What follows belongs to an exercise in optimizing a design on an open flow for small area, a short achievable clock period and few clock cycles; a production flow would make more cautious choices.
RTL that was checked went through simulation tests only; none was proved equivalent to the original.
Only the layout flow was run in run 6; the RTL was not checked for function there.
Power and IR drop assume default switching activity.

$ cat flow/config.mk
export PLATFORM = sky130hd
export DESIGN_NAME = divider
export DESIGN_NICKNAME = divider
export VERILOG_FILES = /design/flow/design.v
export SDC_FILE = /design/flow/constraint.sdc
export NUM_CORES = 4
export LEC_CHECK = 0
export CAP_MARGIN = 20
export CORE_MARGIN = 2
export CORE_UTILIZATION = 40
export PLACE_DENSITY = 0.6
export SETUP_SLACK_MARGIN = 0.5
export SLEW_MARGIN = 20
$ cat flow/constraint.sdc
create_clock -name core_clock -period 4.0 [get_ports {clk}]
set_input_delay 0.8000 -clock core_clock [delete_from_list [all_inputs] [get_ports {clk}]]
set_output_delay 0.8000 -clock core_clock [all_outputs]
set_load 0.01 [all_outputs]
$ cat flow/design.v
module divider
	# (parameter SIZE = 32)
   (input clk,
	input start,
	input reset,
	input [SIZE - 1:0] divisor, dividend,
	output reg error, done,
	output [SIZE - 1:0] quotient, remainder
	);
localparam [1:0] IDLE = 2'd0, NORM = 2'd1, ITER = 2'd2;
reg [1:0] state;
reg [SIZE-1:0] r, q, d;
reg [4:0] cnt;
reg [4:0] lz_d, lz_r;     
function [4:0] lzc;      
	input [SIZE-1:0] x;
	integer i;
	begin
		lzc = 5'd0;
		for (i = 0; i < SIZE; i = i + 1)
			if (x[i]) lzc = SIZE - 1 - i;
	end
endfunction
function [SIZE-1:0] smear;
	input [SIZE-1:0] x;
	integer i;
	begin
		smear = x;
		for (i = 1; i < SIZE; i = i * 2)
			smear = smear | (smear >> i);
	end
endfunction
wire [4:0] n = lz_d - lz_r;    
wire       dvsr_zero = (divisor == 0);
wire       q_zero = dvsr_zero | (|(divisor & ~smear(dividend)));
function [SIZE:0] sub_ks;      
	input [SIZE-1:0] a, b;
	reg [SIZE:0] g, p;
	integer k, s;
	begin
		g = {a & ~b, 1'b1};        
		p = {~(a ^ b), 1'b0};
		for (s = 1; s <= SIZE; s = s * 2)
			for (k = SIZE; k >= s; k = k - 1) begin
				g[k] = g[k] | (p[k] & g[k-s]);
				p[k] = p[k] & p[k-s];
			end
		sub_ks = {g[SIZE], ~(a ^ b) ^ g[SIZE-1:0]};
	end
endfunction
wire [SIZE:0] sres = sub_ks(r, d);
wire [SIZE-1:0] diff = sres[SIZE-1:0];
wire          ge = sres[SIZE];
assign quotient  = q;
assign remainder = r;
always @(posedge clk) begin
	if (reset) begin
		state <= IDLE;
		done  <= 1'b0;
		error <= 1'b0;
	end else begin
		done  <= 1'b0;
		error <= 1'b0;
		case (state)
			IDLE:
				if (start) begin
					done  <= q_zero;
					error <= dvsr_zero;
					if (!q_zero) state <= NORM;
				end
			NORM:
				state <= ITER;
			ITER:
				if (cnt == 0) begin
					state <= IDLE;
					done  <= 1'b1;
				end
			default:
				state <= IDLE;
		endcase
	end
end
wire idle = (state == IDLE);
wire take = ge & (state == ITER);
always @(posedge clk)
	r <= ({SIZE{idle}} & dividend) | ({SIZE{take}} & diff) | ({SIZE{~idle & ~take}} & r);
always @(posedge clk) begin
	lz_d <= lzc(divisor);
	lz_r <= lzc(dividend);
end
always @(posedge clk)
	q <= idle ? {SIZE{1'b0}} : {q[SIZE-2:0], take};
always @(posedge clk) begin
	case (state)
		IDLE: d <= divisor;
		NORM: d <= d << n;
		default: d <= d >> 1;
	endcase
	cnt <= (state == NORM) ? n : cnt - 1'b1;
end
endmodule
$ cat flow/flow/run.sh
#!/bin/bash
set -euo pipefail
export BUFFER_PORTS_ARGS="-buffer_cell sky130_fd_sc_hd__buf_1"
bash standard.sh > standard.log 2>&1
$ cat flow/standard.sh
#!/bin/bash
# synth_recipe.tcl (not shown) runs the flow's synth.tcl, then flattens the netlist and writes it again
# the make line also repeats each setting of config.mk as NAME=value (left out here)
make -C /OpenROAD-flow-scripts/flow DESIGN_CONFIG=/design/flow/config.mk WORK_HOME=/design/flow/orfs CLKGATE_MAP_FILE= SYNTH_SCRIPT=/design/flow/synth_recipe.tcl "${@:-finish}"
==> results_dict.tcl, run 1 <==
set metrics [dict create \
    routed_wl_mm 27.1 \
    clockBufferDepth 2 \
    r2r-end "r[0]$_DFF_P_" \
    clk_pin_slew_ns 0.06 \
    synth-seq-cells 115 \
    cp.arrival_ns 3.59 \
    critPathRequiredTime_ns 4.29 \
    worstReg2RegStart "d[5]$_DFF_P_" \
    rsz0062_at_grt "false" \
    synth-main-ff-cell "dfxtp_1" \
    post-place-cells 1329 \
    worst_slew_pin_slew_ns 1.11 \
    crit_path_end_kind "flip-flop" \
    ant_nets 0 \
    gr-total-overflow 0 \
    critPathMaxFanout 27 \
    worst_slack_ns 0.703 \
    syn_nets 1073 \
    critPathCapture "r[0]$_DFF_P_" \
    r2r_cells 11 \
    min_period_over_period_pct 82.4 \
    preCtsSetupSlack_ns 0.642 \
    port_buffers 132 \
    wl_per_cell_um 19.9 \
    max_freq_mhz 303 \
    vias_per_cell 5.84 \
    htreeDepth 4 \
    final_layout_size_suffix_gt1_share_pct 7.66 \
    status "finished clean" \
    numCtsBuffers 17 \
    fin_cells 1362 \
    finalSetupViolCount 0 \
    synth_cell_types 67 \
    path_class "flip-flop to flip-flop" \
    mostFrequentLayoutCell "buf_1" \
    cts_resized 0 \
    start_util_pct 40.7 \
    worstSkewPairLatency_ns 0.43 \
    coreArea_um2 19400 \
    grt_usage_pct 26.3 \
    setup_tns_ns 0 \
    num_rows 51 \
    reg2reg_slack_ns 0.70 \
    dp_hpwl_mm 20.5 \
    yosysSeqAreaShare_pct 29.2 \
    timing_hold_violations_final 0 \
    area_growth_pct 16.6 \
    dieWidth_um 145 \
    cp-start-kind "flip-flop" \
    hold_path.class "flip-flop to flip-flop" \
    grt_pass1_vias 7329 \
    grt_pass1_wl_mm 41.4 \
    synth-edff-count 0 \
    cts_hold_buf 0 \
    drtIter0Drc 1031 \
    cts_setup_buffers 0 \
    leakagePower_nw 3.79 \
    final_cell_mix "buf_1, dfxtp_1, nor2_1" \
    gp_congestion 0.955 \
    p_per_area_nw_per_um2 532 \
    dr.pass1.iters 7 \
    vias 7956 \
    synth_async_sr_flop_share_pct 0 \
    grt_max_degree 56 \
    cts_tree "built" \
    design.die.area_um2 20900 \
    antenna_found_initial 2 \
    cts_num_sinks 115 \
    syn_avg_cell_area_um2 8.17 \
    cap_violations 0 \
    crit_start "d[5]$_DFF_P_" \
    ir_drop_mv 0.329 \
    hold_slack_ns 0.449 \
    slew_headroom_pct 25.5 \
    syn_area_um2 7900 \
    maxSlewViolCount 0 \
    nets 1189 \
    min_period_ns 3.30 \
    io_pins 133 \
    yosysWarnings 1 \
    drc 0 \
    synth_cells 967 \
    cts-root-buf "clkbuf_16" \
    finClkSkew_ns 0.00731 \
    die_height_um 145 \
]
[metrics by stage]
step	power [mW]	util, %	instance area, um2
after global routing	5.19	47.5	9210
after floorplan	2.88	-	7900
after CTS	4.87	47.5	9210
after global placement	3.40	44.6	8640
final	4.90	47.5	9210
after detailed placement	3.40	44.6	8640
[cells by family after synthesis]
kind of cell	Yosys count	synth area share, %
buf+inv	123	6.24
flops	115	29.2
mux	72	11.3
fa+ha+maj	39	6.27
compound gates	303	26.5
xor+xnor	32	3.55
simple gates	283	17.1
[sequential cells by signal, indices dropped and copies added, names as in the netlist]
| name | cells |
|---|---|
| d | 32 |
| lz_r | 5 |
| cnt | 5 |
| state | 2 |
| done | 1 |
| r | 32 |
| q | 32 |
| lz_d | 5 |
| error | 1 |
[worst max-delay path, cell delays in order, from the launching register on]
cell	delay [ns]
dfxtp_1	0.43
inv_1	0.11
ha_1	0.34
a211o_1	0.32
o21a_1	0.21
o41ai_2	0.37
o21ai_2	0.19
o2111ai_2	0.29
a21o_1	0.15
a21o_1	0.23
buf_4	0.36
a221oi_1	0.14
[routing by layer]
| layer | vias up | routed length [um] | track usage [%] |
|---|---|---|---|
| li1 | 3802 | - | - |
| met1 | 3797 | 12200 | 36.7 |
| met2 | 311 | 12400 | 40.2 |
| met3 | 46 | 1870 | 5.33 |
| met4 | 0 | 619 | 9.04 |
| met5 | - | 0 | 0 |
[synth_stat cells (all sizes together), types with 7 or more instances]
library cell | instances | area [um2]
inv | 75 | 282
nor3 | 27 | 135
nor4 | 16 | 100
and2 | 32 | 200
a221oi | 16 | 146
o21ai | 74 | 374
mux2i | 55 | 551
o21bai | 7 | 52.6
xnor2 | 19 | 166
o31ai | 10 | 75.1
ha | 38 | 475
a22oi | 10 | 75.1
nand2b | 11 | 68.8
a211oi | 26 | 195
nor2b | 12 | 75.1
clkbuf | 33 | 124
dfxtp | 115 | 2300
nand3 | 9 | 45.0
a21oi | 68 | 348
o221ai | 9 | 78.8
nor2 | 99 | 372
a221o | 27 | 270
mux4 | 13 | 293
xor2 | 13 | 114
a21o | 17 | 128
buf | 14 | 83.8
nand2 | 58 | 218
[how the worst min path moves through the flow]
stage,startpoint,end,slack (ns),depth (start not counted)
2_1_floorplan,cnt[0]$_DFF_P_,cnt[0]$_DFF_P_,0.44,1
3_3_place_gp,q[13]$_SDFF_PP0_,q[14]$_SDFF_PP0_,0.43,1
3_5_place_dp,q[7]$_SDFF_PP0_,q[8]$_SDFF_PP0_,0.44,1
4_1_cts,q[7]$_SDFF_PP0_,q[8]$_SDFF_PP0_,0.45,1
5_1_grt,q[26]$_SDFF_PP0_,q[27]$_SDFF_PP0_,0.47,1
6_report,q[7]$_SDFF_PP0_,q[8]$_SDFF_PP0_,0.45,1
[report_power, final]
| group | internal [mW] | switching (mW) |
|---|---|---|
| combinational | 0.807 | 1.18 |
| sequential | 1.29 | 0.153 |
| clock | 0.826 | 0.640 |
| total | 2.92 | 1.97 |
[layout make-up]
| cell class | instances | area, um2 |
|---|---|---|
| Tap cell | 265 | 332 |
| Antenna cell | 1 | 2.50 |
| Inverter | 76 | 285 |
| Clock buffer | 18 | 439 |
| Sequential cell | 115 | 2300 |
| Clock inverter | 14 | 121 |
| Multi-Input combinational cell | 729 | 5140 |
| Fill cell | 1999 | 10200 |
| Timing Repair Buffer | 144 | 586 |
Testbench counts, summed over its fixed seeds: cycles 13,020.
==> run 2: changes to the inputs <==
--- a/flow/config.mk
+++ b/flow/config.mk
@@ -9,5 +9,5 @@
 export CORE_MARGIN = 2
 export CORE_UTILIZATION = 40
 export PLACE_DENSITY = 0.6
-export SETUP_SLACK_MARGIN = 0.5
+export SETUP_SLACK_MARGIN = 1.2
 export SLEW_MARGIN = 20
==> results_dict.tcl, run 2 <==
set metrics [dict create \
    final_layout_size_suffix_gt1_share_pct 22.6 \
    multi_input_area_um2 5950 \
    antenna_found_initial 2 \
    seqPwrFrac_pct 26.3 \
    synth_cell_types 67 \
    min_period_over_period_pct 71.1 \
    nets 1234 \
    intPower_mw 3.28 \
    finalSetupViolCount 0 \
    coreArea_um2 19400 \
    synth-main-ff-cell "dfxtp_1" \
    routed_wl_mm 30.2 \
    die_height_um 145 \
    p_per_area_nw_per_um2 529 \
    num_rows 51 \
    hold_path_startpoint "q[7]$_SDFF_PP0_" \
    cts_num_sinks 115 \
    hold_path.class "flip-flop to flip-flop" \
    top_regs "d x32, q x32, r x32" \
    cp-start-kind "flip-flop" \
    cts_hold_buf 0 \
    yosys-top-cells-count "dfxtp_1, nor2_1, inv_1, o21ai_0, a21oi_1" \
    critPathRequiredTime_ns 4.32 \
    worst_slew_pin_slew_ns 0.867 \
    final_cell_mix "buf_1, dfxtp_1, nor2_1" \
    mostFrequentLayoutCell "buf_1" \
    synth_cells 967 \
    grt_pass1_vias 7543 \
    drc 0 \
    crit_start "d[18]$_DFF_P_" \
    combPwrFrac_pct 47.5 \
    ant_nets 0 \
    grt_max_degree 56 \
    final-seq-area_um2 2360 \
    gp_congestion 0.955 \
    syn_nets 1073 \
    port_buffers 132 \
    yosysSeqAreaShare_pct 29.2 \
    synth-edff-count 0 \
    synth_async_sr_flop_share_pct 0 \
    max_freq_mhz 352 \
    p_clk_share_pct 26.2 \
    dieWidth_um 145 \
    syn_avg_cell_area_um2 8.17 \
    wl_per_cell_um 21.4 \
    min_period_ns 2.84 \
    syn_area_um2 7900 \
    rsz0062_at_grt "true" \
    setup_tns_ns 0 \
    cap_violations 0 \
    clockBufferDepth 2 \
    ir_drop_mv 0.342 \
    cp.arrival_ns 3.16 \
    design.die.area_um2 20900 \
    cts-root-buf "clkbuf_16" \
    yosysTopAreaCellShare_pct 29.2 \
    vias_per_cell 6.06 \
    timing_hold_violations_final 0 \
    critPathMaxFanout 6 \
    path_class "flip-flop to flip-flop" \
    synth-seq-cells 115 \
    fillers 1833 \
    drtIter0Drc 1132 \
    numCtsBuffers 17 \
    area_growth_pct 34.0 \
    synthTopCellsByArea "dfxtp_1, mux2i_1, ha_1" \
    vias 8529 \
    dr.pass1.iters 5 \
    yosysWarnings 1 \
    p_sw_mw 2.31 \
    htreeDepth 4 \
    dp_hpwl_mm 20.5 \
    finClkSkew_ns 0.00731 \
    worstReg2RegStart "d[18]$_DFF_P_" \
    status "finished clean" \
    start_util_pct 40.7 \
    grt_pass1_wl_mm 42.6 \
    swShare_pct 41.3 \
    gr-total-overflow 0 \
    io_pins 133 \
    grt_usage_pct 27.1 \
    leakagePower_nw 4.11 \
    cts_tree "built" \
    maxSlewViolCount 0 \
    crit_path_end_kind "flip-flop" \
    slew_headroom_pct 42.2 \
    hold_slack_ns 0.450 \
    clk_pin_slew_ns 0.06 \
    yosysMostFrequentCell "dfxtp_1" \
    worstSkewPairLatency_ns 0.43 \
    yosysTopAreaCell "dfxtp_1" \
]
==> run 2: kinds of logic after synthesis <==
group,share of synthesized area [%]
compound gates,26.5
simple gates,17.1
buf+inv,6.24
flops,29.2
mux,11.3
fa+ha+maj,6.27
xor+xnor,3.55
==> run 2: final timing paths <==
| path | end | slack [ns] | depth (start not counted) |
|---|---|---|---|
| setup / recovery | r[28]$_DFF_P_ | 1.16 | 12 |
| hold / removal | q[8]$_SDFF_PP0_ | 0.45 | 1 |
| setup reg to reg | r[28]$_DFF_P_ | 1.16 | 12 |
| hold reg to reg | q[8]$_SDFF_PP0_ | 0.45 | 1 |
==> run 2: worst max-delay path: stages (launching register included) <==
cell	delay, ns
dfxtp_2	0.37
inv_1	0.09
ha_4	0.24
nand2_1	0.09
o21ai_1	0.07
or4_1	0.44
a32oi_2	0.24
o21ai_4	0.11
o2111ai_4	0.26
a211o_4	0.28
clkbuf_16	0.22
a21oi_2	0.04
a221o_1	0.26
==> run 2: repair_timing <==
| item | CTS | global route |
|---|---|---|
| cloned | 1 | 6 |
| buffers inserted | 10 | 28 |
| resized for setup | 56 | 150 |
| setup endpoints to repair | 59 | 60 |
| pin swaps | 12 | 51 |
==> run 2: power by group through the flow <==
| stage | logic (mW) | clock network [mW] | registers (mW) |
|---|---|---|---|
| floorplan | 1.44 | 0 | 1.43 |
| global placement | 1.94 | 0 | 1.46 |
| detailed placement | 1.94 | 0 | 1.46 |
| CTS | 2.12 | 1.48 | 1.45 |
| global route | 2.86 | 1.54 | 1.49 |
| finish | 2.66 | 1.47 | 1.47 |
==> run 2: area by class of cell <==
type	count	area share [%]
multi-input cells	730	56.2
flip-flops and latches	115	22.3
repair buffers	188	10.3
clock buffers	18	4.15
well taps	265	3.13
inverters	76	2.74
clock inverters	14	1.15
diodes	1	0.0237
==> run 2: metal layers <==
layer	up-vias	part of all wire (%)	GRT usage, %
met2	443	46	42.0
li1	3899	-	-
met5	-	0	0
met1	4087	42	37.3
met3	100	8.1	5.20
met4	0	3.8	10.2
==> run 2: per-stage QoR <==
stage / power (mW) / std cells / worst slack [ns] / utilization [%] / cell area (um2)
finish: 5.60 / 1407 / 1.16 / 54.5 / 10600
global route: 5.88 / 1407 / 1.04 / 54.5 / 10600
CTS: 5.05 / 1372 / 1.16 / 49.5 / 9590
detailed placement: 3.40 / 1329 / 0.642 / 44.6 / 8640
global placement: 3.40 / 1329 / 0.632 / 44.6 / 8640
floorplan: 2.88 / 967 / 1.31 / - / 7900
==> run 3: changes to the inputs <==
--- a/flow/config.mk
+++ b/flow/config.mk
@@ -11,3 +11,4 @@
 export PLACE_DENSITY = 0.6
 export SETUP_SLACK_MARGIN = 1.2
 export SLEW_MARGIN = 20
+export TNS_END_PERCENT = 0
==> results_dict.tcl, run 3 <==
set metrics [dict create \
    finalPower_mw 5.31 \
    antenna_found_initial 2 \
    crit_path_end_kind "flip-flop" \
    grt.met2_usage_pct 41.0 \
    cts_tree "built" \
    timing_hold_violations_final 0 \
    grt_max_degree 56 \
    top_usage_layer "met2" \
    synth-seq-cells 115 \
    design.die.area_um2 20900 \
    p_per_area_nw_per_um2 528 \
    dieWidth_um 145 \
    status "finished clean" \
    leakagePower_nw 4.01 \
    ir_drop_mv 0.334 \
    gr-usage-met1_pct 36.9 \
    grtUsageMet3_pct 5.40 \
    yosysTopAreaCell "dfxtp_1" \
    maxSlewViolCount 0 \
    yosys-top-cells-count "dfxtp_1, nor2_1, inv_1, o21ai_0, a21oi_1" \
    drtIter0Drc 1201 \
    start_util_pct 40.7 \
    final_cell_mix "buf_1, nor2_1, dfxtp_1" \
    final_layout_size_suffix_gt1_share_pct 17.1 \
    clockBufferDepth 2 \
    mostFrequentLayoutCell "buf_1" \
    io_pins 133 \
    ant_nets 0 \
    yosysSeqAreaShare_pct 29.2 \
    path_class "flip-flop to flip-flop" \
    yosysWarnings 1 \
    syn_avg_cell_area_um2 8.17 \
    num_rows 51 \
    cpMostUsedCell "o21ai_2" \
    drc 0 \
    rsz0062_at_grt "true" \
    path_cells "inv_1 > ha_2 > o21ai_2 > a21oi_2 > o21a_1 > o41ai_4 > o21ai_2 > o2111ai_4 > a21o_1 > a21o_4 > buf_12 > a221o_1" \
    cp.arrival_ns 3.17 \
    cts_num_sinks 115 \
    wl_per_cell_um 20.4 \
    grt_pass1_wl_mm 41.8 \
    yosysMostFrequentCell "dfxtp_1" \
    synth_cells 967 \
    yosysTopAreaCellShare_pct 29.2 \
    routed_wl_mm 28.6 \
    area_growth_pct 27.5 \
    min_period_ns 2.85 \
    vias_per_cell 5.98 \
    numCtsBuffers 17 \
    cts-root-buf "clkbuf_16" \
    port_buffers 132 \
    synth_async_sr_flop_share_pct 0 \
    syn_nets 1073 \
    critPathRequiredTime_ns 4.31 \
    crit_slowest_cell "dfxtp_4" \
    slew_headroom_pct 45.6 \
    top_regs "d x32, q x32, r x32" \
    finalSetupViolCount 0 \
    clk_pin_slew_ns 0.06 \
    grt_usage_pct 26.5 \
    gp_congestion 0.955 \
    synth-main-ff-cell "dfxtp_1" \
    cp_slowest_stage_delay_ns 0.37 \
    coreArea_um2 19400 \
    grt_pass1_vias 7439 \
    nets 1226 \
    setup_tns_ns 0 \
    min_period_over_period_pct 71.3 \
    cp-start-kind "flip-flop" \
    cap_violations 0 \
    die_height_um 145 \
    finClkSkew_ns 0.00718 \
    worst_slew_pin_slew_ns 0.815 \
    vias 8368 \
    critPathMaxFanout 27 \
    synth_cell_types 67 \
    hold_path.class "flip-flop to flip-flop" \
    synth-edff-count 0 \
    hold_slack_ns 0.449 \
    worstSkewPairLatency_ns 0.42 \
    max_freq_mhz 351 \
    synthTopCellsByArea "dfxtp_1, mux2i_1, ha_1" \
    dr.pass1.iters 5 \
    dp_hpwl_mm 20.5 \
    gr-total-overflow 0 \
    syn_area_um2 7900 \
    htreeDepth 4 \
]
## run 3: cell types whose count changed in the layout (fill, tap and decap cells not counted), moves of 5 or more
cell     previous run  this run
o21ai_1            11         6
o21ai_0            57        63
inv_1              63        71
dfxtp_1            90        96
mux2i_1            38        48
nor2_1             80        96
dfxtp_2            16         9
nor2_4             15         0
mux2i_2            14         5
ha_2                3         8
ha_4               20        13
inv_2              10         3
## run 3: cells by family after synthesis
group / Yosys count / synth area share, %
AO/OA/AOI/OAI: 303 / 26.5
adder cells (fa/ha/maj): 39 / 6.27
multiplexers: 72 / 11.3
buffers and inverters: 123 / 6.24
flip-flops: 115 / 29.2
XOR/XNOR: 32 / 3.55
AND/OR/NAND/NOR: 283 / 17.1
## run 3: area by class of cell
| type | count | area (um2) |
|---|---|---|
| inverter | 76 | 288 |
| fill | 1900 | 9330 |
| multi-input combinational | 730 | 5590 |
| sequential | 115 | 2350 |
| timing repair buffer | 180 | 943 |
| clock buffer | 18 | 439 |
| tap | 265 | 332 |
| antenna | 1 | 2.50 |
| clock inverter | 14 | 121 |
## run 3: power by group
group	leakage [nW]	total (mW)	switching, mW	internal (mW)
logic	2.79	2.39	1.33	1.05
clock network	0.260	1.47	0.639	0.826
registers	0.959	1.46	0.164	1.30
## run 3: worst paths after layout
path                            cells past startpoint               to  slack, ns       startpoint
worst min-delay path                                1  q[8]$_SDFF_PP0_       0.45  q[7]$_SDFF_PP0_
worst min register to register                      1  q[8]$_SDFF_PP0_       0.45  q[7]$_SDFF_PP0_
worst max register to register                     12    r[23]$_DFF_P_       1.15     d[3]$_DFF_P_
worst max-delay path                               12    r[23]$_DFF_P_       1.15     d[3]$_DFF_P_
## run 3: what timing repair did
action                                  4_1_cts  5_1_grt
endpoints found under the hold margin         0        0
pin swaps                                     6       27
hold buffers                                  0        0
gates resized for setup                      24       91
endpoints found under the setup margin       59       67
buffers inserted                              5       30
cloned                                        0        2
## run 3: layer usage
layer / wire [um] / up-vias
met5: 0 / -
met4: 893 / 0
met3: 2270 / 71
met2: 13200 / 437
met1: 12200 / 3989
li1: - / 3871
## run 3: metrics by stage
step	utilization [%]	instance area (um2)	setup slack (ns)	cells
after floorplan	-	7900	1.31	967
after global placement	44.6	8640	0.632	1329
after detailed placement	44.6	8640	0.642	1329
after CTS	48.3	9370	1.08	1366
after global routing	51.9	10100	1.03	1399
final	51.9	10100	1.15	1399
## run 3: critical path, delay by kind of cell, from the launching register on
family	cells	cell delay [ns]
DFF	1	0.37
adders and majority gates	1	0.33
buffers and inverters	2	0.22
AOI/OAI and AO/OA	9	1.81
==> run 4: changes to the inputs <==
--- a/flow/config.mk
+++ b/flow/config.mk
@@ -8,7 +8,8 @@
 export CAP_MARGIN = 20
 export CORE_MARGIN = 2
 export CORE_UTILIZATION = 40
+export CTS_BUF_LIST = sky130_fd_sc_hd__clkbuf_8
+export CTS_CLUSTER_DIAMETER = 100
+export CTS_CLUSTER_SIZE = 40
 export PLACE_DENSITY = 0.6
-export SETUP_SLACK_MARGIN = 1.2
 export SLEW_MARGIN = 20
-export TNS_END_PERCENT = 0
==> results_dict.tcl, run 4 <==
set metrics [dict create \
    status "finished clean" \
    yosysTopAreaCell "dfxtp_1" \
    numCtsBuffers 17 \
    yosysSeqAreaShare_pct 29.2 \
    p_clk_share_pct 23.5 \
    synth_async_sr_flop_share_pct 0 \
    vias_per_cell 5.82 \
    die_height_um 145 \
    cts_tree "built" \
    finalSetupViolCount 0 \
    cts_hold_buf 0 \
    cts_setup_buffers 0 \
    clockBufferDepth 2 \
    wl_per_cell_um 19.8 \
    p_per_area_nw_per_um2 497 \
    area_growth_pct 14.2 \
    design.die.area_um2 20900 \
    seqPwrFrac_pct 32.1 \
    cp_slowest_stage_delay_ns 0.42 \
    grt_pass1_vias 7334 \
    ant_nets 0 \
    max_freq_mhz 305 \
    intPower_mw 2.56 \
    yosysMostFrequentCell "dfxtp_1" \
    slew_headroom_pct 27.8 \
    port_buffers 132 \
    fin_cells 1362 \
    setup_tns_ns 0 \
    top_regs "d x32, q x32, r x32" \
    synth_cell_types 67 \
    min_period_over_period_pct 82.0 \
    num_rows 51 \
    final_cell_mix "buf_1, dfxtp_1, nor2_1" \
    hold_slack_ns 0.456 \
    combPwrFrac_pct 44.4 \
    mostFrequentLayoutCell "buf_1" \
    drtIter0Drc 1033 \
    syn_area_um2 7900 \
    final-seq-area_um2 2300 \
    gr-total-overflow 0 \
    fillers 2020 \
    synth-xor-area-share_pct 3.55 \
    antenna_found_initial 2 \
    cp.arrival_ns 3.60 \
    worst_slew_pin_slew_ns 1.08 \
    dr.pass1.iters 5 \
    nets 1189 \
    synth-edff-count 0 \
    synth_top_family_by_area "compound AO/OA/AOI/OAI gates" \
    multi_input_area_um2 5140 \
    cp-start-kind "flip-flop" \
    coreArea_um2 19400 \
    grt_usage_pct 26.2 \
    hold_path.class "flip-flop to flip-flop" \
    rsz0062_at_grt "false" \
    start_util_pct 40.7 \
    synthSimpleGateAreaFrac_pct 17.1 \
    leakagePower_nw 3.70 \
    hold_path_startpoint "q[7]$_SDFF_PP0_" \
    cts-root-buf "clkbuf_8" \
    routed_wl_mm 27.0 \
    vias 7931 \
    yosysWarnings 1 \
    grt_pass1_wl_mm 41.4 \
    worstSkewPairLatency_ns 0.45 \
    timing_hold_violations_final 0 \
    cap_violations 0 \
    path_class "flip-flop to flip-flop" \
    synth-main-ff-cell "dfxtp_1" \
    swShare_pct 43.0 \
    drc 0 \
    post-place-cells 1329 \
    path_cells "inv_1 > ha_1 > a211o_1 > o21a_1 > o41ai_2 > o21ai_2 > o2111ai_2 > a21o_1 > a21o_1 > buf_4 > a221oi_1" \
    ir_drop_mv 0.231 \
    cts_resized 0 \
    worstReg2RegStart "d[5]$_DFF_P_" \
    dieWidth_um 145 \
    syn_nets 1073 \
    critPathRequiredTime_ns 4.32 \
    synthTopCellsByArea "dfxtp_1, mux2i_1, ha_1" \
    min_period_ns 3.28 \
    io_pins 133 \
    synth_fa_ha_area_share_pct 6.27 \
    synth_compound_area_share_pct 26.5 \
    synth_cells 967 \
    syn_avg_cell_area_um2 8.17 \
    clk_pin_slew_ns 0.09 \
    synth-seq-cells 115 \
    crit_start "d[5]$_DFF_P_" \
    crit_path_end_kind "flip-flop" \
    cpMostUsedCell "a21o_1" \
    p_sw_mw 1.93 \
    yosys-mux-area-fraction_pct 11.3 \
    cts_num_sinks 115 \
    yosys-top-cells-count "dfxtp_1, nor2_1, inv_1, o21ai_0, a21oi_1" \
    critPathMaxFanout 27 \
    finClkSkew_ns 0.0142 \
    final_layout_size_suffix_gt1_share_pct 7.66 \
    maxSlewViolCount 0 \
    grt_max_degree 56 \
    crit_slowest_cell "dfxtp_1" \
    yosysTopAreaCellShare_pct 29.2 \
    dp_hpwl_mm 20.5 \
    htreeDepth 4 \
    gp_congestion 0.955 \
]
## run 4: cell types whose count changed in the layout (fill, tap and decap cells not counted), moves of 7 or more
cell,previous run,this run
buf_4,40,12
ha_1,17,37
clkbuf_16,18,0
dfxtp_1,96,114
clkbuf_8,1,18
ha_4,13,0
dfxtp_4,10,0
dfxtp_2,9,1
ha_2,8,1
mux2i_1,48,55
## run 4: kinds of logic after synthesis
family | count (synthesis)
flip-flops | 115
buffers and inverters | 123
AO/OA/AOI/OAI | 303
multiplexers | 72
AND/OR/NAND/NOR | 283
adder cells (fa/ha/maj) | 39
XOR/XNOR | 32
## run 4: worst paths after layout
path / cells after the start / slack [ns] / end
worst max-delay path: 11 / 0.72 / r[0]$_DFF_P_
worst max register to register: 11 / 0.72 / r[0]$_DFF_P_
worst min-delay path: 1 / 0.46 / q[8]$_SDFF_PP0_
worst min register to register: 1 / 0.46 / q[8]$_SDFF_PP0_
## run 4: power groups by stage
stage	Combinational [mW]	Sequential, mW	Clock, mW
finish	1.99	1.44	1.05
detailed placement	1.94	1.46	0
CTS	1.96	1.43	1.06
global route	2.19	1.46	1.12
floorplan	1.44	1.43	0
global placement	1.94	1.46	0
## run 4: final cells by class
class,instances,area share [%]
inverters,76,3.16
clock inverters,14,1.35
well taps,265,3.68
multi-input cells,729,57.0
repair buffers,144,6.49
flip-flops and latches,115,25.5
diodes,1,0.0278
clock buffers,18,2.75
## run 4: critical path, delay by kind of cell (launching register included)
family,cells,cell delay (ns)
fa+ha+maj,1,0.34
buf+inv,2,0.47
flops,1,0.42
compound gates,8,1.89
## run 4: stage by stage
| step | power (mW) | setup slack [ns] | utilization (%) | area [um2] |
|---|---|---|---|---|
| after floorplan | 2.88 | 1.31 | - | 7900 |
| after CTS | 4.46 | 0.722 | 46.5 | 9010 |
| final | 4.48 | 0.719 | 46.5 | 9020 |
| after global routing | 4.77 | 0.509 | 46.5 | 9020 |
| after detailed placement | 3.40 | 0.642 | 44.6 | 8640 |
| after global placement | 3.40 | 0.632 | 44.6 | 8640 |
## run 4: per-layer routing
metal  part of all wire, %  GRT usage [%]  vias up
met5                     0              0        -
met1                    44           36.8     3741
met4                   2.7           9.04        0
met2                    45           40.3      331
met3                   8.1           4.74       49
li1                      -              -     3810
==> run 5: changes to the inputs <==
--- a/flow/config.mk
+++ b/flow/config.mk
@@ -8,8 +8,5 @@
 export CAP_MARGIN = 20
 export CORE_MARGIN = 2
 export CORE_UTILIZATION = 40
-export CTS_BUF_LIST = sky130_fd_sc_hd__clkbuf_8
-export CTS_CLUSTER_DIAMETER = 100
-export CTS_CLUSTER_SIZE = 40
 export PLACE_DENSITY = 0.6
 export SLEW_MARGIN = 20
==> results_dict.tcl, run 5 <==
set metrics [dict create \
    status "finished clean" \
    p_per_area_nw_per_um2 532 \
    dp_hpwl_mm 20.5 \
    synth-xor-area-share_pct 3.55 \
    finClkSkew_ns 0.00731 \
    seqPwrFrac_pct 29.4 \
    dpl_cell_area_um2 8640 \
    final_cell_mix "buf_1, dfxtp_1, nor2_1" \
    leakagePower_nw 3.79 \
    met1_length_mm 12.2 \
    syn_area_um2 7900 \
    design.die.area_um2 20900 \
    synth_compound_area_share_pct 26.5 \
    setup_tns_ns 0 \
    yosysMostFrequentCell "dfxtp_1" \
    vias_per_cell 5.84 \
    vias 7956 \
    antenna_found_initial 2 \
    swShare_pct 40.3 \
    synthTopCellsByArea "dfxtp_1, mux2i_1, ha_1" \
    cts_hold_buf 0 \
    final_layout_size_suffix_gt1_share_pct 7.66 \
    hold_path_depth 1 \
    cts_setup_buffers 0 \
    cap_violations 0 \
    synth_fa_ha_area_share_pct 6.27 \
    wl_per_cell_um 19.9 \
    reg2reg_slack_ns 0.70 \
    worstSkewPairLatency_ns 0.43 \
    path_class "flip-flop to flip-flop" \
    fillers 1999 \
    cts_tree "built" \
    cts_num_sinks 115 \
    yosysTopAreaCellShare_pct 29.2 \
    yosys-mux-area-fraction_pct 11.3 \
    cp.arrival_ns 3.59 \
    io_pins 133 \
    intPower_mw 2.92 \
    worst_slack_ns 0.703 \
    gp_congestion 0.955 \
    ant_nets 0 \
    routed_wl_mm 27.1 \
    grt_usage_pct 26.3 \
    clockBufferDepth 2 \
    dr.pass1.iters 7 \
    hold_end "q[8]$_SDFF_PP0_" \
    top_regs "d x32, q x32, r x32" \
    start_util_pct 40.7 \
    nets 1189 \
    finalInstanceArea_um2 9210 \
    cts_resized 0 \
    yosysSeqAreaShare_pct 29.2 \
    critPathRequiredTime_ns 4.29 \
    mostFrequentLayoutCell "buf_1" \
    rsz0062_at_grt "false" \
    synth_cell_types 67 \
    synth-seq-cells 115 \
    crit_path_end_kind "flip-flop" \
    post-route-util_pct 47.5 \
    synth_cells 967 \
    drc 0 \
    post-place-cells 1329 \
    grt_pass1_wl_mm 41.4 \
    combPwrFrac_pct 40.6 \
    cts-root-buf "clkbuf_16" \
    port_buffers 132 \
    fin_cells 1362 \
    r2r-end "r[0]$_DFF_P_" \
    yosysWarnings 1 \
    num_rows 51 \
    hold_slack_ns 0.449 \
    wl_met2_mm 12.4 \
    min_period_over_period_pct 82.4 \
    syn_nets 1073 \
    finalPower_mw 4.90 \
    timing_hold_violations_final 0 \
    synth_top_family_by_area "compound AO/OA/AOI/OAI gates" \
    p_sw_mw 1.97 \
    slew_headroom_pct 25.5 \
    worstReg2RegStart "d[5]$_DFF_P_" \
    syn_avg_cell_area_um2 8.17 \
    worst_slew_pin_slew_ns 1.11 \
    p_clk_share_pct 29.9 \
    highest_layer "met4" \
    yosys-top-cells-count "dfxtp_1, nor2_1, inv_1, o21ai_0, a21oi_1" \
    clk_pin_slew_ns 0.06 \
    die_height_um 145 \
    cp-start-kind "flip-flop" \
    coreArea_um2 19400 \
    maxSlewViolCount 0 \
    numCtsBuffers 17 \
    preCtsSetupSlack_ns 0.642 \
    hold_path.class "flip-flop to flip-flop" \
    r2r_cells 11 \
    gr-total-overflow 0 \
    finalSetupViolCount 0 \
    min_period_ns 3.30 \
    grt_pass1_vias 7329 \
    yosysTopAreaCell "dfxtp_1" \
    met3_length_mm 1.87 \
    htreeDepth 4 \
    synth-edff-count 0 \
    synth-main-ff-cell "dfxtp_1" \
    synthSimpleGateAreaFrac_pct 17.1 \
    critPathMaxFanout 27 \
    max_freq_mhz 303 \
    grt_max_degree 56 \
    synth_async_sr_flop_share_pct 0 \
    area_growth_pct 16.6 \
    ir_drop_mv 0.329 \
    dieWidth_um 145 \
    hold_path_startpoint "q[7]$_SDFF_PP0_" \
    drtIter0Drc 1031 \
]
run 5: layout make-up:
cell class / count / area, um2 / share of cell area, %
flip-flops and latches: 115 / 2300 / 25.0
multi-input cells: 729 / 5140 / 55.8
clock inverters: 14 / 121 / 1.32
repair buffers: 144 / 586 / 6.36
well taps: 265 / 332 / 3.60
clock buffers: 18 / 439 / 4.77
inverters: 76 / 285 / 3.10
diodes: 1 / 2.50 / 0.0272
run 5: layer usage:
layer  vias to the layer above  global-route usage, %
li1                       3802                      -
met1                      3797                   36.7
met2                       311                   40.2
met3                        46                   5.33
met4                         0                   9.04
met5                         -                      0
run 5: logic make-up after synthesis:
kind of cell	after synthesis
buffers and inverters	123
muxes	72
and+or+nand+nor	283
AOI/OAI and AO/OA	303
adders and majority gates	39
xor gates and xnor gates	32
DFF	115
run 5: worst max path at each step:
stage,from,end,slack [ns],depth (start not counted)
2_1_floorplan,lz_d[0]$_SDFF_PP0_,d[30]$_DFF_P_,1.31,12
3_3_place_gp,dividend[1],done$_SDFF_PP0_,0.63,10
3_5_place_dp,dividend[1],done$_SDFF_PP0_,0.64,10
4_1_cts,d[5]$_DFF_P_,r[24]$_DFF_P_,0.73,11
5_1_grt,lz_d[0]$_SDFF_PP0_,d[27]$_DFF_P_,0.52,13
6_report,d[5]$_DFF_P_,r[0]$_DFF_P_,0.70,11
run 5: critical path, stage by stage (launching register included):
cell and delay (ns):
dfxtp_1 0.43, inv_1 0.11, ha_1 0.34, a211o_1 0.32, o21a_1 0.21, o41ai_2 0.37
o21ai_2 0.19, o2111ai_2 0.29, a21o_1 0.15, a21o_1 0.23, buf_4 0.36, a221oi_1 0.14
run 5: power groups by stage:
| stage | sequential, mW | clock, mW | combinational, mW |
|---|---|---|---|
| floorplan | 1.43 | 0 | 1.44 |
| global placement | 1.46 | 0 | 1.94 |
| detailed placement | 1.46 | 0 | 1.94 |
| CTS | 1.44 | 1.48 | 1.96 |
| global route | 1.46 | 1.54 | 2.19 |
| finish | 1.44 | 1.47 | 1.99 |
==> run 6: changes to the inputs <==
--- a/flow/design.v
+++ b/flow/design.v
@@ -32,7 +32,7 @@
 endfunction
 wire [4:0] n = lz_d - lz_r;    
 wire       dvsr_zero = (divisor == 0);
-wire       q_zero = dvsr_zero | (|(divisor & ~smear(dividend)));
+wire       q_zero = dvsr_zero | (lzc(divisor) < lzc(dividend)) | (dividend == 0);
 function [SIZE:0] sub_ks;      
 	input [SIZE-1:0] a, b;
 	reg [SIZE:0] g, p;
--- a/flow/config.mk
+++ b/flow/config.mk
@@ -8,5 +8,6 @@
 export CAP_MARGIN = 20
 export CORE_MARGIN = 2
 export CORE_UTILIZATION = 40
+export CTS_BUF_LIST = sky130_fd_sc_hd__clkbuf_8
 export PLACE_DENSITY = 0.6
 export SLEW_MARGIN = 20
==> results_dict.tcl, run 6 <==
set metrics [dict create \
    synthTopCellsByArea "dfxtp_1, ha_1, mux2i_1" \
    cts_tree "built" \
    yosysSeqAreaShare_pct 29.7 \
    ant_nets 0 \
    synth_cell_types 65 \
    slew_headroom_pct 26.7 \
    cp-start-kind "flip-flop" \
    intPower_mw 2.70 \
    synth-seq-cells 115 \
    yosysWarnings 1 \
    mostFrequentLayoutCell "buf_1" \
    design.die.area_um2 20500 \
    worst_slew_pin_slew_ns 1.10 \
    swShare_pct 42.3 \
    cts_resized 0 \
    crit_start "d[2]$_DFF_P_" \
    grt.met2_usage_pct 38.4 \
    critPathMaxFanout 15 \
    syn_area_um2 7750 \
    preCtsSetupSlack_ns 0.208 \
    top_regs "d x32, q x32, r x32" \
    finalInstanceArea_um2 8900 \
    cts_setup_buffers 0 \
    wl_per_cell_um 18.2 \
    grtUsageMet3_pct 3.96 \
    clk_pin_slew_ns 0.08 \
    p_per_area_nw_per_um2 525 \
    yosysTopAreaCellShare_pct 29.7 \
    seqPwrFrac_pct 31.3 \
    htreeDepth 4 \
    coreArea_um2 18800 \
    worstReg2RegStart "d[2]$_DFF_P_" \
    cap_violations 0 \
    gp_congestion 0.915 \
    combPwrFrac_pct 45.3 \
    leakagePower_nw 3.68 \
    numCtsBuffers 17 \
    clockBufferDepth 2 \
    synth_async_sr_flop_share_pct 0 \
    synth-main-ff-cell "dfxtp_1" \
    syn_nets 1057 \
    finClkSkew_ns 0.0155 \
    critPathCapture "r[31]$_DFF_P_" \
    yosysMostFrequentCell "dfxtp_1" \
    cts-root-buf "clkbuf_8" \
    grt_usage_pct 23.8 \
    final_layout_size_suffix_gt1_share_pct 7.78 \
    top_usage_layer "met2" \
    area_growth_pct 14.9 \
    max_freq_mhz 280 \
    r2r_cells 12 \
    status "finished clean" \
    min_period_ns 3.57 \
    grt_pass1_wl_mm 37.4 \
    yosys-top-cells-count "dfxtp_1, a21oi_1, nand2_1, inv_1, o21ai_0" \
    fin_cells 1339 \
    grt_max_degree 57 \
    crit_path_end_kind "flip-flop" \
    hold_path_depth 1 \
    synth_cells 947 \
    die_height_um 143 \
    post-place-cells 1307 \
    setup_tns_ns 0 \
    dr.pass1.iters 5 \
    syn_avg_cell_area_um2 8.18 \
    p_sw_mw 1.98 \
    maxSlewViolCount 0 \
    io_pins 133 \
    num_rows 50 \
    rsz0062_at_grt "false" \
    n_antenna_cell 0 \
    critPathRequiredTime_ns 4.35 \
    cp.arrival_ns 3.92 \
    vias_per_cell 5.62 \
    worstSkewPairLatency_ns 0.45 \
    cts_hold_buf 0 \
    min_period_over_period_pct 89.3 \
    final_cell_mix "buf_1, dfxtp_1, a21oi_1" \
    hold_path.class "flip-flop to flip-flop" \
    timing_hold_violations_final 0 \
    synth-edff-count 0 \
    worst_slack_ns 0.428 \
    port_buffers 132 \
    hold_path_startpoint "q[2]$_SDFF_PP0_" \
    hold_slack_ns 0.450 \
    finalSetupViolCount 0 \
    routed_wl_mm 24.3 \
    drtIter0Drc 643 \
    dp_hpwl_mm 18.8 \
    gr-usage-met1_pct 31.5 \
    cts_num_sinks 115 \
    dieWidth_um 143 \
    gr-total-overflow 0 \
    grt_pass1_vias 7004 \
    antenna_found_initial 0 \
    p_clk_share_pct 23.4 \
    yosysTopAreaCell "dfxtp_1" \
    path_class "flip-flop to flip-flop" \
    nets 1176 \
    drc 0 \
    r2r-end "r[31]$_DFF_P_" \
    dpl_cell_area_um2 8510 \
    reg2reg_slack_ns 0.43 \
    start_util_pct 41.1 \
    vias 7521 \
    ir_drop_mv 0.294 \
]
==> run 6: cell count changes after synthesis, moves of 5 or more <==
cell / previous run / this run
mux2i_1: 55 / 44
clkbuf_1: 33 / 38
a221o_1: 27 / 5
a21oi_1: 66 / 81
and2_1: 32 / 37
inv_1: 74 / 68
nor2_1: 99 / 57
o21a_1: 3 / 10
a22oi_1: 10 / 25
o21ai_1: 5 / 25
o21ai_0: 68 / 61
o211a_1: 1 / 6
nand2_1: 58 / 74
nor2b_1: 12 / 4
==> run 6: worst max-delay path, stage by stage, from the launching register on <==
cell and delay, ns:
dfxtp_1 0.42, inv_1 0.09, ha_1 0.32, o21a_1 0.20, a2bb2oi_2 0.16, o21ai_2 0.25
a41oi_4 0.21, a2111oi_4 0.47, o31ai_2 0.14, o2111ai_2 0.26, a21o_2 0.46, inv_2 0.19
a222oi_1 0.29
==> run 6: metal layers <==
layer  part of all wire (%)  up-vias
li1                       -     3713
met1                     44     3462
met2                     46      297
met3                    6.7       49
met4                    3.1        0
met5                      0        -
==> run 6: layout make-up <==
type                            instances  area [um2]
Fill cell                            1917        9930
Multi-Input combinational cell        714        5000
Sequential cell                       115        2300
Timing Repair Buffer                  148         616
Tap cell                              260         325
Inverter                               70         263
Clock buffer                           18         248
Clock inverter                         14         146
==> run 6: cell families after synthesis <==
family | synth area share (%)
buffers and inverters | 6.04
xor gates and xnor gates | 3.96
muxes | 9.90
and+or+nand+nor | 15.1
AOI/OAI and AO/OA | 28.2
DFF | 29.7
adders and majority gates | 7.04
==> run 6: worst min path at each step <==
| stage | to | slack [ns] |
|---|---|---|
| floorplan | d[30]$_DFF_P_ | 0.43 |
| global placement | q[1]$_SDFF_PP0_ | 0.43 |
| detailed placement | q[15]$_SDFF_PP0_ | 0.44 |
| CTS | q[3]$_SDFF_PP0_ | 0.45 |
| global route | q[3]$_SDFF_PP0_ | 0.46 |
| finish | q[3]$_SDFF_PP0_ | 0.45 |
==> run 6: through the flow <==
step | util (%) | total power [mW]
after detailed placement | 45.2 | 3.56
after global placement | 45.2 | 3.56
final | 47.3 | 4.67
after floorplan | - | 3.03
after global routing | 47.3 | 4.99
after CTS | 47.3 | 4.67
==> run 6: power groups by stage <==
stage	logic [mW]	registers, mW	clock network [mW]
2_1_floorplan	1.57	1.46	0
3_3_place_gp	2.07	1.49	0
3_5_place_dp	2.07	1.49	0
4_1_cts	2.09	1.46	1.11
5_1_grt	2.33	1.48	1.17
6_report	2.11	1.46	1.09
==> run 7: changes to the inputs <==
--- a/flow/design.v
+++ b/flow/design.v
@@ -32,7 +32,7 @@
 endfunction
 wire [4:0] n = lz_d - lz_r;    
 wire       dvsr_zero = (divisor == 0);
-wire       q_zero = dvsr_zero | (lzc(divisor) < lzc(dividend)) | (dividend == 0);
+wire       q_zero = dvsr_zero | (|(divisor & ~smear(dividend)));
 function [SIZE:0] sub_ks;      
 	input [SIZE-1:0] a, b;
 	reg [SIZE:0] g, p;
--- a/flow/config.mk
+++ b/flow/config.mk
@@ -10,4 +10,6 @@
 export CORE_UTILIZATION = 40
 export CTS_BUF_LIST = sky130_fd_sc_hd__clkbuf_8
 export PLACE_DENSITY = 0.6
+export SETUP_SLACK_MARGIN = 1.5
 export SLEW_MARGIN = 20
+export TNS_END_PERCENT = 0
==> results_dict.tcl, run 7 <==
set metrics [dict create \
    numCtsBuffers 17 \
    fin_cells 1395 \
    antenna_found_initial 1 \
    cts_tree "built" \
    timing_hold_violations_final 0 \
    fillers 1936 \
    syn_avg_cell_area_um2 8.17 \
    synth-edff-count 0 \
    preCtsSetupSlack_ns 0.642 \
    finClkSkew_ns 0.0116 \
    cap_violations 0 \
    ant_nets 0 \
    clockBufferDepth 2 \
    post-route-util_pct 51.6 \
    synth_cells 967 \
    routed_wl_mm 27.9 \
    yosys-top-cells-count "dfxtp_1, nor2_1, inv_1, o21ai_0, a21oi_1" \
    yosysSeqAreaShare_pct 29.2 \
    dp_hpwl_mm 20.5 \
    drtIter0Drc 806 \
    crit_path_end_kind "flip-flop" \
    htreeDepth 4 \
    cp-start-kind "flip-flop" \
    synth-seq-cells 115 \
    die_height_um 145 \
    synthSimpleGateAreaFrac_pct 17.1 \
    num_rows 51 \
    top_regs "d x32, q x32, r x32" \
    grt_pass1_wl_mm 42.8 \
    final_cell_mix "buf_1, nor2_1, dfxtp_1" \
    drc 0 \
    slew_headroom_pct 56.7 \
    critPathRequiredTime_ns 4.36 \
    setup_tns_ns 0 \
    worstReg2RegStart "lz_d[0]$_SDFF_PP0_" \
    synth_cell_types 67 \
    gr-total-overflow 0 \
    dr.pass1.iters 5 \
    area_growth_pct 26.8 \
    design.die.area_um2 20900 \
    synthTopCellsByArea "dfxtp_1, mux2i_1, ha_1" \
    vias_per_cell 5.88 \
    final_layout_size_suffix_gt1_share_pct 18.4 \
    synth-xor-area-share_pct 3.55 \
    r2r_cells 11 \
    r2r-end "d[30]$_DFF_P_" \
    cts-root-buf "clkbuf_8" \
    finalSetupViolCount 0 \
    grt_max_degree 54 \
    cts_num_sinks 115 \
    p_per_area_nw_per_um2 503 \
    nets 1221 \
    yosysWarnings 1 \
    max_freq_mhz 353 \
    leakagePower_nw 3.94 \
    synth_top_family_by_area "compound AO/OA/AOI/OAI gates" \
    yosysMostFrequentCell "dfxtp_1" \
    mostFrequentLayoutCell "buf_1" \
    grt_pass1_vias 7813 \
    port_buffers 132 \
    wl_per_cell_um 20.0 \
    critPathMaxFanout 7 \
    hold_end "q[25]$_SDFF_PP0_" \
    synth-main-ff-cell "dfxtp_1" \
    hold_path.class "flip-flop to flip-flop" \
    synth_compound_area_share_pct 26.5 \
    min_period_ns 2.83 \
    coreArea_um2 19400 \
    io_pins 133 \
    worst_slack_ns 1.17 \
    dieWidth_um 145 \
    status "finished clean" \
    synth_fa_ha_area_share_pct 6.27 \
    rsz0062_at_grt "true" \
    ir_drop_mv 0.248 \
    cts_hold_buf 0 \
    reg2reg_slack_ns 1.17 \
    yosys-mux-area-fraction_pct 11.3 \
    finalPower_mw 5.04 \
    worstSkewPairLatency_ns 0.46 \
    clk_pin_slew_ns 0.08 \
    hold_path_startpoint "q[24]$_SDFF_PP0_" \
    path_class "flip-flop to flip-flop" \
    cp.arrival_ns 3.19 \
    start_util_pct 40.7 \
    final-seq-area_um2 2340 \
    syn_area_um2 7900 \
    syn_nets 1073 \
    post-place-cells 1334 \
    worst_slew_pin_slew_ns 0.650 \
    maxSlewViolCount 0 \
    min_period_over_period_pct 70.8 \
    yosysTopAreaCellShare_pct 29.2 \
    synth_async_sr_flop_share_pct 0 \
    vias 8200 \
    gp_congestion 0.943 \
    multi_input_area_um2 5680 \
    grt_usage_pct 27.0 \
    hold_path_depth 1 \
    yosysTopAreaCell "dfxtp_1" \
]
-- run 7: cells by family after synthesis --
family | after synthesis
compound gates | 303
xor+xnor | 32
fa+ha+maj | 39
buf+inv | 123
flops | 115
mux | 72
simple gates | 283
-- run 7: routing by layer --
| layer | up-vias | part of all wire, % | wire, um | GRT usage, % |
|---|---|---|---|---|
| met5 | - | 0 | 0 | 0 |
| met4 | 0 | 3.6 | 1010 | 11.3 |
| met3 | 71 | 8.3 | 2320 | 5.63 |
| met2 | 387 | 45 | 12500 | 41.2 |
| met1 | 3882 | 43 | 12100 | 37.1 |
| li1 | 3860 | - | - | - |
-- run 7: worst max path at each step --
stage,slack [ns],from,cells past startpoint,end
detailed placement,0.64,dividend[1],10,done$_SDFF_PP0_
finish,1.17,lz_d[0]$_SDFF_PP0_,11,d[30]$_DFF_P_
floorplan,1.47,d[5]$_DFF_P_,12,r[3]$_DFF_P_
CTS,1.24,lz_d[0]$_SDFF_PP0_,13,d[26]$_DFF_P_
global placement,0.65,dividend[1],10,done$_SDFF_PP0_
global route,1.09,lz_d[0]$_SDFF_PP0_,12,d[26]$_DFF_P_
-- run 7: cell type report --
type / count / area share, %
clock inverter: 15 / 1.71
inverter: 76 / 2.87
tap: 265 / 3.31
antenna: 2 / 0.0500
multi-input combinational: 729 / 56.7
timing repair buffer: 176 / 9.67
clock buffer: 17 / 2.34
sequential: 115 / 23.4
-- run 7: metrics by stage --
step           area [um2]  hold slack (ns)
5_1_grt             10000            0.472
4_1_cts              9900            0.455
3_5_place_dp         8790            0.442
2_1_floorplan        8010            0.438
6_report            10000            0.449
3_3_place_gp         8790            0.431
-- run 7: where the power goes --
part           leakage (nW)  internal (mW)  switching [mW]  total [mW]
Combinational          2.78           1.08            1.37        2.44
Sequential            0.957           1.29           0.154        1.45
Clock                 0.204          0.572           0.571        1.14
-- run 7: repair_timing --
action | 4_1_cts | 5_1_grt
gates cloned | 3 | 0
endpoints found under the setup margin | 67 | 69
setup buffers | 19 | 5
pin swaps | 25 | 11
resized for setup | 99 | 13
-- run 7: critical path, stage by stage (launching register included) --
cell      delay, ns
dfxtp_2        0.32
inv_2          0.06
ha_4           0.12
inv_2          0.03
fa_2           0.63
buf_12         0.15
mux4_2         0.32
mux2i_1        0.41
mux2i_2        0.22
a21oi_2        0.21
a211oi_1       0.09
a21o_1         0.17
Testbench counts of run 7, summed over its fixed seeds: cycles 13,020.
==> run 8: changes to the inputs <==
==> flow/flow/run.sh (replaced) <==
#!/bin/bash
set -euo pipefail
export BUFFER_PORTS_ARGS="-buffer_cell sky130_fd_sc_hd__buf_1"
export CTS_ARGS="-sink_clustering_enable -repair_clock_nets -buf_list sky130_fd_sc_hd__clkbuf_8 -dont_use_dummy_load"
bash standard.sh place > standard_place.log 2>&1
export SETUP_SLACK_MARGIN=2.0
bash standard.sh > standard.log 2>&1
--- a/flow/config.mk
+++ b/flow/config.mk
@@ -8,8 +8,6 @@
 export CAP_MARGIN = 20
 export CORE_MARGIN = 2
 export CORE_UTILIZATION = 40
-export CTS_BUF_LIST = sky130_fd_sc_hd__clkbuf_8
 export PLACE_DENSITY = 0.6
-export SETUP_SLACK_MARGIN = 1.5
 export SLEW_MARGIN = 20
 export TNS_END_PERCENT = 0
==> results_dict.tcl, run 8 <==
set metrics [dict create \
    numCtsBuffers 17 \
    yosysSeqAreaShare_pct 29.2 \
    p_sw_mw 1.93 \
    maxSlewViolCount 0 \
    yosysTopAreaCellShare_pct 29.2 \
    hold_end "q[14]$_SDFF_PP0_" \
    slew_headroom_pct 46.5 \
    hold_path_startpoint "q[13]$_SDFF_PP0_" \
    preCtsSetupSlack_ns 0.642 \
    status "finished clean" \
    rsz0062_at_grt "true" \
    synth-edff-count 0 \
    cts_tree "built" \
    combPwrFrac_pct 51.0 \
    start_util_pct 40.7 \
    vias 8274 \
    yosys-top-cells-count "dfxtp_1, nor2_1, inv_1, o21ai_0, a21oi_1" \
    die_height_um 145 \
    routed_wl_mm 28.8 \
    p_clk_share_pct 17.4 \
    r2r_cells 14 \
    path_class "flip-flop to flip-flop" \
    crit_path_end_kind "flip-flop" \
    antenna_found_initial 1 \
    synth-seq-cells 115 \
    mostFrequentLayoutCell "buf_1" \
    synth_cells 967 \
    port_buffers 132 \
    coreArea_um2 19400 \
    wl_per_cell_um 20.9 \
    swShare_pct 41.7 \
    hold_slack_ns 0.445 \
    drc 0 \
    cts-root-buf "clkbuf_8" \
    critPathRequiredTime_ns 4.38 \
    intPower_mw 2.70 \
    cap_violations 0 \
    worstReg2RegStart "d[2]$_DFF_P_" \
    hold_path.class "flip-flop to flip-flop" \
    yosysMostFrequentCell "dfxtp_1" \
    r2r-end "r[3]$_DFF_P_" \
    yosysWarnings 1 \
    vias_per_cell 6.00 \
    io_pins 133 \
    leakagePower_nw 3.88 \
    p_per_area_nw_per_um2 473 \
    grtUsageMet3_pct 3.61 \
    cts_num_sinks 115 \
    post-route-util_pct 50.4 \
    ant_nets 0 \
    yosysTopAreaCell "dfxtp_1" \
    syn_nets 1073 \
    dieWidth_um 145 \
    cp.arrival_ns 3.29 \
    design.die.area_um2 20900 \
    htreeDepth 4 \
    fin_cells 1378 \
    max_freq_mhz 343 \
    grt_pass1_wl_mm 43.2 \
    grt.met2_usage_pct 43.5 \
    min_period_ns 2.91 \
    setup_tns_ns 0 \
    post-place-cells 1329 \
    drtIter0Drc 1115 \
    synth_async_sr_flop_share_pct 0 \
    critPathMaxFanout 6 \
    gp_congestion 0.955 \
    final_cell_mix "buf_1, nor2_1, dfxtp_1" \
    hold_path_depth 1 \
    grt_pass1_vias 7575 \
    syn_area_um2 7900 \
    finClkSkew_ns 0.0335 \
    top_usage_layer "met2" \
    synth-main-ff-cell "dfxtp_1" \
    worst_slack_ns 1.09 \
    grt_usage_pct 27.3 \
    finalSetupViolCount 0 \
    grt_max_degree 56 \
    nets 1220 \
    synth_cell_types 67 \
    top_regs "d x32, q x32, r x32" \
    syn_avg_cell_area_um2 8.17 \
    synthTopCellsByArea "dfxtp_1, mux2i_1, ha_1" \
    gr-usage-met1_pct 38.1 \
    gr-total-overflow 0 \
    area_growth_pct 23.8 \
    clockBufferDepth 2 \
    dp_hpwl_mm 20.5 \
    worst_slew_pin_slew_ns 0.802 \
    num_rows 51 \
    reg2reg_slack_ns 1.09 \
    seqPwrFrac_pct 31.6 \
    min_period_over_period_pct 72.8 \
    dr.pass1.iters 6 \
    cp-start-kind "flip-flop" \
    clk_pin_slew_ns 0.09 \
    ir_drop_mv 0.241 \
    worstSkewPairLatency_ns 0.46 \
    timing_hold_violations_final 0 \
    crit_start "d[2]$_DFF_P_" \
    final_layout_size_suffix_gt1_share_pct 15.8 \
]
==> run 8: critical path, cell delays in order, from the launching register on <==
cell and delay, ns:
dfxtp_4 0.37, inv_1 0.06, ha_4 0.28, o21ai_2 0.07, a21oi_2 0.17, o21a_1 0.23
o41ai_4 0.10, o21ai_4 0.25, o2111ai_4 0.17, buf_6 0.16, a211o_4 0.35, buf_4 0.15
buf_12 0.14, a211oi_4 0.19, a221o_1 0.14
==> run 8: per-stage QoR <==
step	total power, mW	instance area, um2
4_1_cts	4.48	9590
6_report	4.63	9780
3_5_place_dp	3.40	8640
2_1_floorplan	2.88	7900
5_1_grt	4.91	9780
3_3_place_gp	3.40	8640
==> run 8: cell type report <==
class	instances	area (um2)
clock buffer	17	234
antenna	1	2.50
fill	1918	9620
sequential	115	2340
multi-input combinational	729	5610
tap	265	332
timing repair buffer	175	967
inverter	76	290
==> run 8: how the worst max path moves through the flow <==
stage and end:
3_3_place_gp done$_SDFF_PP0_, 5_1_grt r[27]$_DFF_P_, 3_5_place_dp done$_SDFF_PP0_, 6_report r[3]$_DFF_P_
4_1_cts r[10]$_DFF_P_, 2_1_floorplan d[30]$_DFF_P_
==> run 8: routing by layer <==
layer,wire length [um],vias up
li1,-,3834
met1,12700,4004
met2,13300,373
met3,1960,63
met4,886,0
met5,0,-
==> run 8: logic make-up after synthesis <==
family,after synthesis,synth area share [%]
buffers and inverters,123,6.24
adder cells (fa/ha/maj),39,6.27
XOR/XNOR,32,3.55
AO/OA/AOI/OAI,303,26.5
flip-flops,115,29.2
AND/OR/NAND/NOR,283,17.1
multiplexers,72,11.3
==> run 8: power groups by stage <==
stage,registers (mW),clock network (mW),logic (mW)
after floorplan,1.43,0,1.44
after global placement,1.46,0,1.94
after detailed placement,1.46,0,1.94
after CTS,1.45,0.821,2.21
after global routing,1.48,0.865,2.56
final,1.46,0.806,2.36
==> run 8: what timing repair did <==
action	CTS	global route
resized for setup	91	31
pin swaps	15	13
setup endpoints to repair	75	77
setup buffers	19	8
hold buffers	0	0
cloned	4	0
==> run 9: changes to the inputs <==
==> flow/flow/run.sh (replaced) <==
#!/bin/bash
set -euo pipefail
export BUFFER_PORTS_ARGS="-buffer_cell sky130_fd_sc_hd__buf_1"
export CTS_ARGS="-sink_clustering_enable -repair_clock_nets -buf_list sky130_fd_sc_hd__clkbuf_8 -dont_use_dummy_load"
bash standard.sh > standard.log 2>&1
--- a/flow/config.mk
+++ b/flow/config.mk
@@ -8,6 +8,8 @@
 export CAP_MARGIN = 20
 export CORE_MARGIN = 2
 export CORE_UTILIZATION = 40
+export CTS_BUF_LIST = sky130_fd_sc_hd__clkbuf_8
 export PLACE_DENSITY = 0.6
+export SETUP_SLACK_MARGIN = 2.0
 export SLEW_MARGIN = 20
 export TNS_END_PERCENT = 0
==> results_dict.tcl, run 9 <==
set metrics [dict create \
    status "finished clean" \
    finalSetupViolCount 0 \
    routed_wl_mm 27.9 \
    critPathRequiredTime_ns 4.33 \
    cap_violations 0 \
    vias 8210 \
    worstReg2RegStart "lz_d[0]$_SDFF_PP0_" \
    slew_headroom_pct 52.1 \
    yosysMostFrequentCell "dfxtp_1" \
    worst_slew_pin_slew_ns 0.718 \
    rsz0062_at_grt "true" \
    path_class "flip-flop to flip-flop" \
    ir_drop_mv 0.230 \
    grt_pass1_vias 7596 \
    htreeDepth 4 \
    syn_area_um2 7900 \
    design.die.area_um2 20900 \
    numCtsBuffers 17 \
    wl_per_cell_um 20.3 \
    die_height_um 145 \
    setup_tns_ns 0 \
    yosysTopAreaCellShare_pct 29.2 \
    max_freq_mhz 352 \
    post-place-cells 1333 \
    drc 0 \
    synth_cell_types 67 \
    ant_nets 0 \
    cts_hold_buf 0 \
    area_growth_pct 23.3 \
    cts-root-buf "clkbuf_8" \
    coreArea_um2 19400 \
    seqPwrFrac_pct 31.4 \
    p_clk_share_pct 17.4 \
    intPower_mw 2.72 \
    finClkSkew_ns 0.0333 \
    yosysSeqAreaShare_pct 29.2 \
    hold_path_startpoint "q[10]$_SDFF_PP0_" \
    r2r_cells 10 \
    start_util_pct 40.7 \
    cp-start-kind "flip-flop" \
    cp.arrival_ns 3.17 \
    min_period_ns 2.84 \
    synth_async_sr_flop_share_pct 0 \
    swShare_pct 41.5 \
    syn_nets 1073 \
    synth-seq-cells 115 \
    gp_congestion 0.955 \
    synth-main-ff-cell "dfxtp_1" \
    antenna_found_initial 0 \
    finalPower_mw 4.64 \
    reg2reg_slack_ns 1.16 \
    post-route-util_pct 50.2 \
    r2r-end "d[25]$_DFF_P_" \
    synthTopCellsByArea "dfxtp_1, mux2i_1, ha_1" \
    cts_num_sinks 115 \
    n_antenna_cell 0 \
    drtIter0Drc 882 \
    dp_hpwl_mm 20.4 \
    crit_path_end_kind "flip-flop" \
    synth_cells 967 \
    critPathCapture "d[25]$_DFF_P_" \
    clk_pin_slew_ns 0.07 \
    maxSlewViolCount 0 \
    final_cell_mix "buf_1, nor2_1, dfxtp_1" \
    nets 1218 \
    synth-edff-count 0 \
    io_pins 133 \
    port_buffers 132 \
    p_per_area_nw_per_um2 477 \
    leakagePower_nw 3.85 \
    critPathMaxFanout 7 \
    vias_per_cell 5.97 \
    cts_tree "built" \
    yosys-top-cells-count "dfxtp_1, nor2_1, inv_1, o21ai_0, a21oi_1" \
    grt_pass1_wl_mm 42.6 \
    p_sw_mw 1.93 \
    grt_usage_pct 26.9 \
    gr-total-overflow 0 \
    yosysTopAreaCell "dfxtp_1" \
    final_layout_size_suffix_gt1_share_pct 16.9 \
    hold_path.class "flip-flop to flip-flop" \
    worstSkewPairLatency_ns 0.47 \
    dr.pass1.iters 5 \
    mostFrequentLayoutCell "buf_1" \
    syn_avg_cell_area_um2 8.17 \
    num_rows 51 \
    dieWidth_um 145 \
    grt_max_degree 50 \
    min_period_over_period_pct 70.9 \
    fin_cells 1375 \
    crit_start "lz_d[0]$_SDFF_PP0_" \
    top_regs "d x32, q x32, r x32" \
    timing_hold_violations_final 0 \
    yosysWarnings 1 \
    clockBufferDepth 2 \
    combPwrFrac_pct 51.3 \
]
[run 9: cell counts after synthesis]
Identical to the previous run, type by type.
[run 9: worst min path at each step]
| stage | to | slack (ns) | cells past startpoint |
|---|---|---|---|
| floorplan | cnt[0]$_DFF_P_ | 0.44 | 1 |
| global placement | q[14]$_SDFF_PP0_ | 0.43 | 1 |
| detailed placement | q[13]$_SDFF_PP0_ | 0.44 | 1 |
| CTS | q[11]$_SDFF_PP0_ | 0.44 | 1 |
| global route | q[14]$_SDFF_PP0_ | 0.47 | 1 |
| finish | q[11]$_SDFF_PP0_ | 0.44 | 1 |
[run 9: metrics by stage]
step | setup slack [ns] | hold slack, ns | cell area [um2]
after detailed placement | 0.635 | 0.439 | 8780
after floorplan | 1.47 | 0.438 | 8010
after CTS | 1.22 | 0.442 | 9530
final | 1.16 | 0.440 | 9730
after global placement | 0.566 | 0.431 | 8780
after global routing | 1.10 | 0.467 | 9730
[run 9: area by class of cell]
class | instances | area [um2]
flip-flops and latches | 115 | 2350
inverters | 76 | 288
fillers | 1931 | 9670
well taps | 265 | 332
repair buffers | 173 | 922
clock buffers | 17 | 234
multi-input cells | 729 | 5610
[run 9: cells by family (layout without fill, tap and decap cells)]
| logic type | after synthesis | in the layout | share of synthesized area [%] |
|---|---|---|---|
| AO/OA/AOI/OAI | 303 | 303 | 26.5 |
| AND/OR/NAND/NOR | 283 | 283 | 17.1 |
| buffers and inverters | 123 | 266 | 6.24 |
| flip-flops | 115 | 115 | 29.2 |
| multiplexers | 72 | 72 | 11.3 |
| adder cells (fa/ha/maj) | 39 | 39 | 6.27 |
| XOR/XNOR | 32 | 32 | 3.55 |
[run 9: timing repair]
item / CTS / global route
pin swaps: 14 / 10
resized for setup: 71 / 42
setup endpoints to repair: 74 / 79
setup buffers: 20 / 2
gates cloned: 2 / 1
[run 9: critical path, stage by stage, from the launching register on]
cell and delay, ns:
dfxtp_2 0.31, inv_2 0.06, ha_4 0.12, inv_2 0.04
fa_2 0.65, clkbuf_16 0.20, mux4_2 0.30, mux2i_1 0.26
mux2i_1 0.20, a211oi_1 0.47, o31ai_1 0.10
[run 9: power groups by stage]
stage                     clock (mW)  sequential (mW)  combinational (mW)
after global routing           0.858             1.47                2.58
after global placement             0             1.47                1.99
after floorplan                    0             1.44                1.48
after detailed placement           0             1.46                1.99
after CTS                      0.818             1.45                2.22
final                          0.807             1.46                2.38
[run 9: routing by layer]
layer / up-vias / part of all wire, % / GRT usage [%]
met5: - / 0 / 0
li1: 3844 / - / -
met2: 413 / 45 / 40.5
met3: 71 / 8.5 / 5.36
met1: 3882 / 44 / 37.4
met4: 0 / 3.4 / 11.4

-- re-timing with driven ports --
The results above use ideal ports. As a check the final layouts listed here were re-extracted and re-timed, cells and wires unchanged. Step 1 sets driving cells, clkbuf_16 on the clock port and buf_2 on the other inputs (assumed; they add their load-dependent delay and slew). Step 2 adds t to the input delays and takes it off the output delays; t is the mean of the earliest and latest rising clock arrival at the registers after step 1. Input paths then give back, and output paths get back, about the clock's delay inside the block. Slacks: ideal ports / drivers / drivers and shift; pairs: ideal ports / drivers.
run	t (ns)	slack for setup (ns)	latest minus earliest clock arrival (ns)	slew at the worst register clock pin (ns)
run 1	0.468	0.703 / 0.703 / 0.619	0.008 / 0.008	0.06 / 0.06
run 2	0.471	1.158 / 1.158 / 0.949	0.008 / 0.007	0.06 / 0.06
run 3	0.467	1.149 / 1.149 / 0.876	0.008 / 0.007	0.06 / 0.06
run 4	0.485	0.719 / 0.719 / 0.690	0.014 / 0.015	0.09 / 0.09
run 5	0.468	0.703 / 0.703 / 0.619	0.008 / 0.008	0.06 / 0.06
run 6	0.480	0.428 / 0.428 / 0.141	0.016 / 0.015	0.09 / 0.09
run 7	0.491	1.167 / 1.167 / 0.822	0.012 / 0.012	0.08 / 0.08
run 8	0.480	1.087 / 1.087 / 0.833	0.040 / 0.040	0.09 / 0.09
run 9	0.496	1.162 / 1.162 / 0.849	0.034 / 0.034	0.08 / 0.08
After both steps setup and hold are still met in every run listed. For run 7, which loses most, drivers alone change the setup slack by 0.000 ns; drivers and shift together by -0.345 ns.
